This design comes from an exercise in tuning for small area on the open sky130 flow, not from production work.
In this exercise RTL edits were held to simulation tests only and were not proved equivalent to the original.

**flow/design.v**
```verilog
module alu #(
    parameter INT_W  = 4,
    parameter FRAC_W = 6,
    parameter INST_W = 4,
    parameter DATA_W = INT_W + FRAC_W
)(
    input                     i_clk,
    input                     i_rst_n,
    input                     i_valid,
    input signed [DATA_W-1:0] i_data_a,
    input signed [DATA_W-1:0] i_data_b,
    input        [INST_W-1:0] i_inst,
    output                    o_valid,
    output       [DATA_W-1:0] o_data
);  
reg [DATA_W-1:0] o_data_w, o_data_r;
reg              o_valid_w, o_valid_r;
assign o_valid = o_valid_r;
assign o_data = o_data_r;
reg [9:0] o_data_t;  
wire signed [10:0] sum_temp;
assign sum_temp = {i_data_a[9],i_data_a} + {i_data_b[9],i_data_b};
wire signed [10:0] sub_temp;
assign sub_temp = {i_data_a[9],i_data_a} - {i_data_b[9],i_data_b};
wire signed [19:0] mult_temp;
wire signed [20:0] mult_rnd;
wire signed [14:0] mult_r;
assign mult_temp = i_data_a * i_data_b;
assign mult_rnd = $signed({mult_temp[19],mult_temp}) + $signed(21'd32);  
assign mult_r = mult_rnd[20:6];
wire signed [20:0] i_data_f;
wire signed [20:0] o_data_f;
wire signed [14:0] mult_f;
assign i_data_f = {{5{o_data_r[9]}},o_data_r,6'b0};
assign o_data_f = i_data_f + $signed({mult_temp[19],mult_temp}) + $signed(21'd32);
assign mult_f = o_data_f[20:6];
wire signed [10:0] tanh_pos;
wire signed [10:0] tanh_neg;
assign tanh_pos = ({i_data_a[9],i_data_a} + $signed(11'd33)) >>> 1;
assign tanh_neg = ({i_data_a[9],i_data_a} - $signed(11'd31)) >>> 1;
always@(*)begin
    o_data_t = 10'd0;
    case(i_inst)
        4'd0:begin  
            if (sum_temp > $signed(11'd511)) o_data_t = 10'b0111_1111_11;
            else if (sum_temp < $signed(-11'sd512)) o_data_t = 10'b1000_0000_00;
            else o_data_t = sum_temp[9:0];
        end
        4'd1:begin  
            if (sub_temp > $signed(11'd511)) o_data_t = 10'b0111_1111_11;
            else if (sub_temp < $signed(-11'sd512)) o_data_t = 10'b1000_0000_00;
            else o_data_t = sub_temp[9:0];
        end
        4'd2:begin  
            if (mult_r > $signed(15'd511)) o_data_t = 10'b0111_1111_11;
            else if (mult_r < $signed(-15'sd512)) o_data_t = 10'b1000_0000_00;
            else o_data_t = mult_r[9:0];
        end
        4'd3:begin  
            if (mult_f > $signed(15'd511)) o_data_t = 10'b0111_1111_11;
            else if (mult_f < $signed(-15'sd512)) o_data_t = 10'b1000_0000_00;
            else o_data_t = mult_f[9:0];
        end
        4'd4:begin  
            if(!i_data_a[9])begin
                if(i_data_a >= 10'b0001_1000_00) o_data_t = 10'b0001_0000_00;
                else if(i_data_a >= 10'b0000_1000_00) o_data_t = tanh_pos[9:0];
                else o_data_t = i_data_a;
            end
            else begin
                if(i_data_a >= 10'b1111_100000) o_data_t = i_data_a;
                else if(i_data_a >= 10'b1110_1000_00) o_data_t = tanh_neg[9:0];
                else o_data_t = 10'b1111_0000_00;
            end
        end
        4'd5:begin  
            o_data_t = i_data_a | (~i_data_b);
        end
        4'd6:begin  
            casez(i_data_a)
            10'b1???_????_??: o_data_t = 10'd0;
            10'b01??_????_??: o_data_t = 10'd1;
            10'b001?_????_??: o_data_t = 10'd2;
            10'b0001_????_??: o_data_t = 10'd3;
            10'b0000_1???_??: o_data_t = 10'd4;
            10'b0000_01??_??: o_data_t = 10'd5;
            10'b0000_001?_??: o_data_t = 10'd6;
            10'b0000_0001_??: o_data_t = 10'd7;
            10'b0000_0000_1?: o_data_t = 10'd8;
            10'b0000_0000_01: o_data_t = 10'd9;
            10'd0: o_data_t = 10'd10;
            endcase
        end
        4'd7:begin  
            casez(i_data_a)
            10'd0: o_data_t = 10'd0;
            10'b????_????_?1: o_data_t = 10'd0;
            10'b????_????_10: o_data_t = 10'd1;
            10'b????_???1_00: o_data_t = 10'd2;
            10'b????_??10_00: o_data_t = 10'd3;
            10'b????_?100_00: o_data_t = 10'd4;
            10'b????_1000_00: o_data_t = 10'd5;
            10'b???1_0000_00: o_data_t = 10'd6;
            10'b??10_0000_00: o_data_t = 10'd7;
            10'b?100_0000_00: o_data_t = 10'd8;
            10'b1000_0000_00: o_data_t = 10'd9;
            endcase
        end
        4'd8:begin  
            o_data_t = i_data_a[9] + i_data_a[8] +i_data_a[7] +i_data_a[6] +i_data_a[5] +i_data_a[4] +i_data_a[3] +i_data_a[2] +i_data_a[1] +i_data_a[0];
        end
        4'd9:begin  
            if(i_data_b == 10'd0) o_data_t = i_data_a;
            else if(i_data_b == 10'd1) o_data_t = {i_data_a[8:0],i_data_a[9]};
            else if(i_data_b == 10'd2) o_data_t = {i_data_a[7:0],i_data_a[9:8]};
            else if(i_data_b == 10'd3) o_data_t = {i_data_a[6:0],i_data_a[9:7]};
            else if(i_data_b == 10'd4) o_data_t = {i_data_a[5:0],i_data_a[9:6]};
            else if(i_data_b == 10'd5) o_data_t = {i_data_a[4:0],i_data_a[9:5]};
            else if(i_data_b == 10'd6) o_data_t = {i_data_a[3:0],i_data_a[9:4]};
            else if(i_data_b == 10'd7) o_data_t = {i_data_a[2:0],i_data_a[9:3]};
            else if(i_data_b == 10'd8) o_data_t = {i_data_a[1:0],i_data_a[9:2]};
            else   o_data_t = {i_data_a[0],i_data_a[9:1]};
        end
    endcase
end
always@(*) begin
    o_data_w = o_data_t;
    o_valid_w = (i_valid == 1'b1)? 1'b1:1'b0;
end
always@(posedge i_clk or negedge i_rst_n) begin
    if (!i_rst_n) begin
        o_data_r <= 'b0;
        o_valid_r <= 'b0;
    end 
    else begin
        if (i_valid) o_data_r <= o_data_w;
        o_valid_r <= o_valid_w;
    end
end
endmodule
```
**flow/config.mk**
```make
export PLATFORM = sky130hd
export DESIGN_NAME = alu
export DESIGN_NICKNAME = alu
export VERILOG_FILES = /design/flow/design.v
export SDC_FILE = /design/flow/constraint.sdc
export NUM_CORES = 4
export LEC_CHECK = 0
export CAP_MARGIN = 20
export CORE_MARGIN = 2
export CORE_UTILIZATION = 40
export SLEW_MARGIN = 20
```
**flow/run.sh**
```bash
#!/bin/bash
# synth_recipe.tcl (not shown) runs the flow's synth.tcl, then flattens the netlist and writes it again
# the make line also repeats each setting of config.mk as NAME=value (left out here)
make -C /OpenROAD-flow-scripts/flow DESIGN_CONFIG=/design/flow/config.mk WORK_HOME=/design/flow/orfs CLKGATE_MAP_FILE= SYNTH_SCRIPT=/design/flow/synth_recipe.tcl finish
```
**flow/constraint.sdc**
```tcl
create_clock -name core_clock -period 11.0 [get_ports {i_clk}]
set_input_delay 2.2000 -clock core_clock [delete_from_list [all_inputs] [get_ports {i_clk}]]
set_output_delay 2.2000 -clock core_clock [all_outputs]
set_load 0.01 [all_outputs]
```
==> out/metrics.csv <==
stage,metric,value,unit
run_status,status,"complete, no violations",
final_layout,drive_gt1_share,6.48,%
detailed_routing,drt-total-wl,32200,um
hold_path,worstHoldPathType,flip-flop to flip-flop,
detailed_routing,drc_errors,0,
global_routing,antenna_found_initial,0,
final_layout,fin_nets,1428,
synth,yosysWarnings,1,
worst_setup_path,crit_arrival,10.46,ns
floorplan,start_util,40.8,%
worst_setup_path,crit_type,input pin to flip-flop,
clock_tree,cts_tree,built,
place,numPortBuffers,37,
synth,syn_avg_cell_area,7.59,um^2
timing,tns,0,ns
final_layout,n_fill_cell,2203,
place,dp_cells,1480,
floorplan,ioPinCount,38,
detailed_routing,via_per_inst,6.13,
timing,tightest_slew,1.06,ns
synth,syn_area,8900,um^2
clock_tree,cts_num_sinks,11,
synth,synthFlopType,dfrtp_1,
detailed_routing,ant_nets,0,
synth,synthArstFlopShare,100,%
global_routing,grt-ovfl-total,0,
detailed_routing,first_pass_iters,8,
floorplan,die_y,153,um
synth,synth-seq-cells,11,
global_routing,grt_max_degree,28,
place,place_congestion,0.983,
place,place_ws,0.457,ns
timing,fmax,96.3,MHz
clock_tree,postCtsSetupBuffers,0,
clock_tree,ctsHoldBuffers,0,
global_routing,track_usage,27.2,%
global_routing,grt_pass1_vias,8886,
floorplan,coreArea,21800,um^2
place,hpwlAfterDp,26500,um
timing,fin_crit,10.38,ns
clock_tree,clockBufferDepth,2,
timing,fin_ws,0.616,ns
synth,seq_area_frac_synth,3.09,%
clock_tree,cts-root-buf,clkbuf_16,
worst_setup_path,cp.required,11.07,ns
detailed_routing,drt-wirelength-per-cell,21.7,um
floorplan,die_area,23500,um^2
synth,synth_cell_types,92,
final_layout,syn_to_final_growth,10.4,%
timing,slew_headroom,28.9,%
timing,final.period_utilization,94.4,%
synth,synth-edff-count,0,
clock_tree,numCtsBuffers,3,
final_layout,seqCellArea,275,um^2
global_routing,grt_pass1_wl,50700,um
final_layout,instances_no_fill,1484,
detailed_routing,dr_total_vias,9092,
worst_setup_path,critPathMaxFanout,9,
timing,hold_viol_final,0,
clock_tree,htreeDepth,1,
timing,finalSetupViolCount,0,
detailed_routing,first_iter_violations,790,
clock_tree,clk_pin_slew,0.04,ns
run,drv_cap,0,
timing,maxSlewViolCount,0,
final_layout,diodes,0,
clock_tree,insertion_delay,0.24,ns
worst_setup_path,worst_setup_path_end_kind,flip-flop,
floorplan,row_count,54,
timing,fin_skew,0.00925,ns
worst_setup_path,cp-start-kind,input pin,
clock_tree,cts_resized,0,
synth,syn_nets,1396,
floorplan,die_x,153,um
final_layout,multi_input_area,7790,um^2
synth,syn-instance-count,1173,
timing,grt_setup_unrepaired,no,
-- synth_stat cells (5+ instances only) --
| cell | count | share of area, % |
|---|---|---|
| a21o_1 | 12 | 1.0 |
| a32oi_1 | 5 | 0.49 |
| o21ai_0 | 54 | 3.0 |
| clkinv_1 | 10 | 0.42 |
| fa_1 | 99 | 22 |
| a21oi_1 | 66 | 3.7 |
| clkbuf_1 | 40 | 1.7 |
| o21a_1 | 6 | 0.51 |
| and3_1 | 9 | 0.63 |
| nand2b_1 | 10 | 0.70 |
| nor3_1 | 32 | 1.8 |
| and2_1 | 5 | 0.35 |
| nor2_1 | 109 | 4.6 |
| o2111ai_1 | 11 | 1.1 |
| a31oi_1 | 7 | 0.49 |
| a211oi_1 | 21 | 1.8 |
| nor2b_1 | 10 | 0.70 |
| o21bai_1 | 5 | 0.42 |
| inv_1 | 156 | 6.6 |
| dfrtp_1 | 11 | 3.1 |
| xor2_1 | 17 | 1.7 |
| a221oi_1 | 10 | 0.98 |
| mux2i_1 | 17 | 1.9 |
| nor4_1 | 9 | 0.63 |
| o22ai_1 | 19 | 1.3 |
| nand3_1 | 23 | 1.3 |
| nand2_1 | 114 | 4.8 |
| or4_1 | 5 | 0.42 |
| nand4_1 | 12 | 0.84 |
| o221ai_1 | 7 | 0.69 |
| buf_1 | 5 | 0.21 |
| xnor2_1 | 27 | 2.7 |
| a22oi_1 | 9 | 0.76 |
| o31ai_1 | 6 | 0.51 |
| ha_1 | 97 | 14 |
| o31a_1 | 6 | 0.59 |
| o211ai_1 | 12 | 1.0 |
-- registers in the layout, indices dropped and copies added, names as in the netlist --
name,cells
o_valid_r,1
o_data_r,10
-- placed cells by master (no fill, tap or decap), types with 6 or more instances in the layout --
| master | Yosys | final |
|---|---|---|
| nand2b_1 | 10 | 10 |
| nor4_1 | 9 | 9 |
| o21a_1 | 6 | 6 |
| a31oi_1 | 7 | 7 |
| o22ai_1 | 19 | 19 |
| nor3_1 | 32 | 31 |
| o31ai_1 | 6 | 6 |
| ha_1 | 97 | 97 |
| xor2_1 | 17 | 17 |
| nor2b_1 | 10 | 10 |
| and3_1 | 9 | 9 |
| a211oi_1 | 21 | 21 |
| fa_1 | 99 | 99 |
| mux2i_1 | 17 | 17 |
| a22oi_1 | 9 | 9 |
| o21ai_0 | 54 | 54 |
| o31a_1 | 6 | 6 |
| a221oi_1 | 10 | 10 |
| o211ai_1 | 12 | 12 |
| nor2_1 | 109 | 109 |
| nand3_1 | 23 | 23 |
| inv_1 | 156 | 156 |
| a21o_1 | 12 | 12 |
| xnor2_1 | 27 | 27 |
| dfrtp_1 | 11 | 11 |
| o221ai_1 | 7 | 7 |
| o2111ai_1 | 11 | 11 |
| buf_4 | 4 | 43 |
| a21oi_1 | 66 | 66 |
| clkdlybuf4s50_1 | 0 | 37 |
| clkinv_1 | 10 | 10 |
| nand4_1 | 12 | 12 |
| nand2_1 | 114 | 114 |
-- area by class of cell --
type | instances | area share (%)
multi-input combinational | 942 | 79.2
timing repair buffer | 81 | 7.26
inverter | 166 | 6.34
tap | 280 | 3.57
sequential | 11 | 2.80
clock buffer | 4 | 0.802
-- path summary, 6_finish.rpt --
kind | from | endpoint | slack [ns] | cells past startpoint
max reg2reg | o_data_r[0] | o_data_r[8] | 7.31 | 10
min in group asynchronous | i_rst_n | o_data_r[5] | 2.31 | 1
min | o_data_r[1] | o_data_r[1] | 0.60 | 2
max in group asynchronous | i_rst_n | o_data_r[6] | 8.34 | 1
max | i_data_b[3] | o_data_r[8] | 0.62 | 28
min reg2reg | o_data_r[1] | o_data_r[1] | 0.60 | 2
-- critical path: stages --
cell,delay [ns]
clkdlybuf4s50_1,0.74
ha_1,0.31
inv_1,0.13
fa_1,0.53
fa_1,0.52
inv_1,0.04
ha_1,0.31
fa_1,0.55
inv_1,0.06
fa_1,0.53
inv_1,0.07
ha_1,0.39
and4_4,0.22
and2_4,0.16
a211o_4,0.38
or4_1,0.41
nand3_1,0.23
ha_1,0.38
inv_1,0.21
o2bb2ai_1,0.21
o211ai_1,0.13
o21ai_0,0.21
xor2_1,0.24
nand4_1,0.28
a21boi_1,0.40
nand2_1,0.15
o31ai_1,0.29
o2111ai_1,0.15
-- layer usage --
metal  global-route usage, %  up-vias  wire length (um)
met5                       0        -                 0
met2                    43.4      429             14600
met3                    2.69       78              2480
met1                    38.4     4405             13900
met4                    9.44        0              1230
li1                        -     4180                 -
-- cell families after synthesis --
family / after synthesis / synth area share, %
compound gates: 308 / 24.4
xor+xnor: 47 / 4.88
fa+ha+maj: 196 / 35.9
buf+inv: 220 / 9.58
flops: 11 / 3.09
mux: 17 / 1.91
simple gates: 374 / 20.3
-- stage by stage --
step / hold WS [ns] / util [%] / instance area, um^2
5_1_grt: 0.622 / 45.0 / 9830
6_report: 0.596 / 45.0 / 9830
3_3_place_gp: 0.591 / 44.6 / 9740
3_5_place_dp: 0.588 / 44.7 / 9750
2_1_floorplan: 0.575 / - / 8900
4_1_cts: 0.595 / 45.0 / 9830

static timing again, ports no longer ideal:
In the flow no input, the clock included, has a driving cell. The finished layout below was timed again as built, in two steps. Step 1, drivers: a clkbuf_16 drives i_clk and a buf_2 each remaining input, both assumed. Step 2 adds t to the input delays and takes it off the output delays; t is the mean of the earliest and latest rising clock arrival at the registers after step 1. Input paths then give back, and output paths get back, about the clock's delay inside the block. a / b / c = ideal ports / drivers / drivers and shift; a / b = the first two.
t (ns): 0.265
slack for setup (ns): 0.616 / 0.618 / 0.354
worst hold slack (ns): 0.596 / 0.596 / 0.596
worst slew at a driven data input, ns: 0.06
After both steps this run still meets setup and hold. For this run, drivers alone change the setup slack by +0.002 ns; drivers and shift together by -0.262 ns.
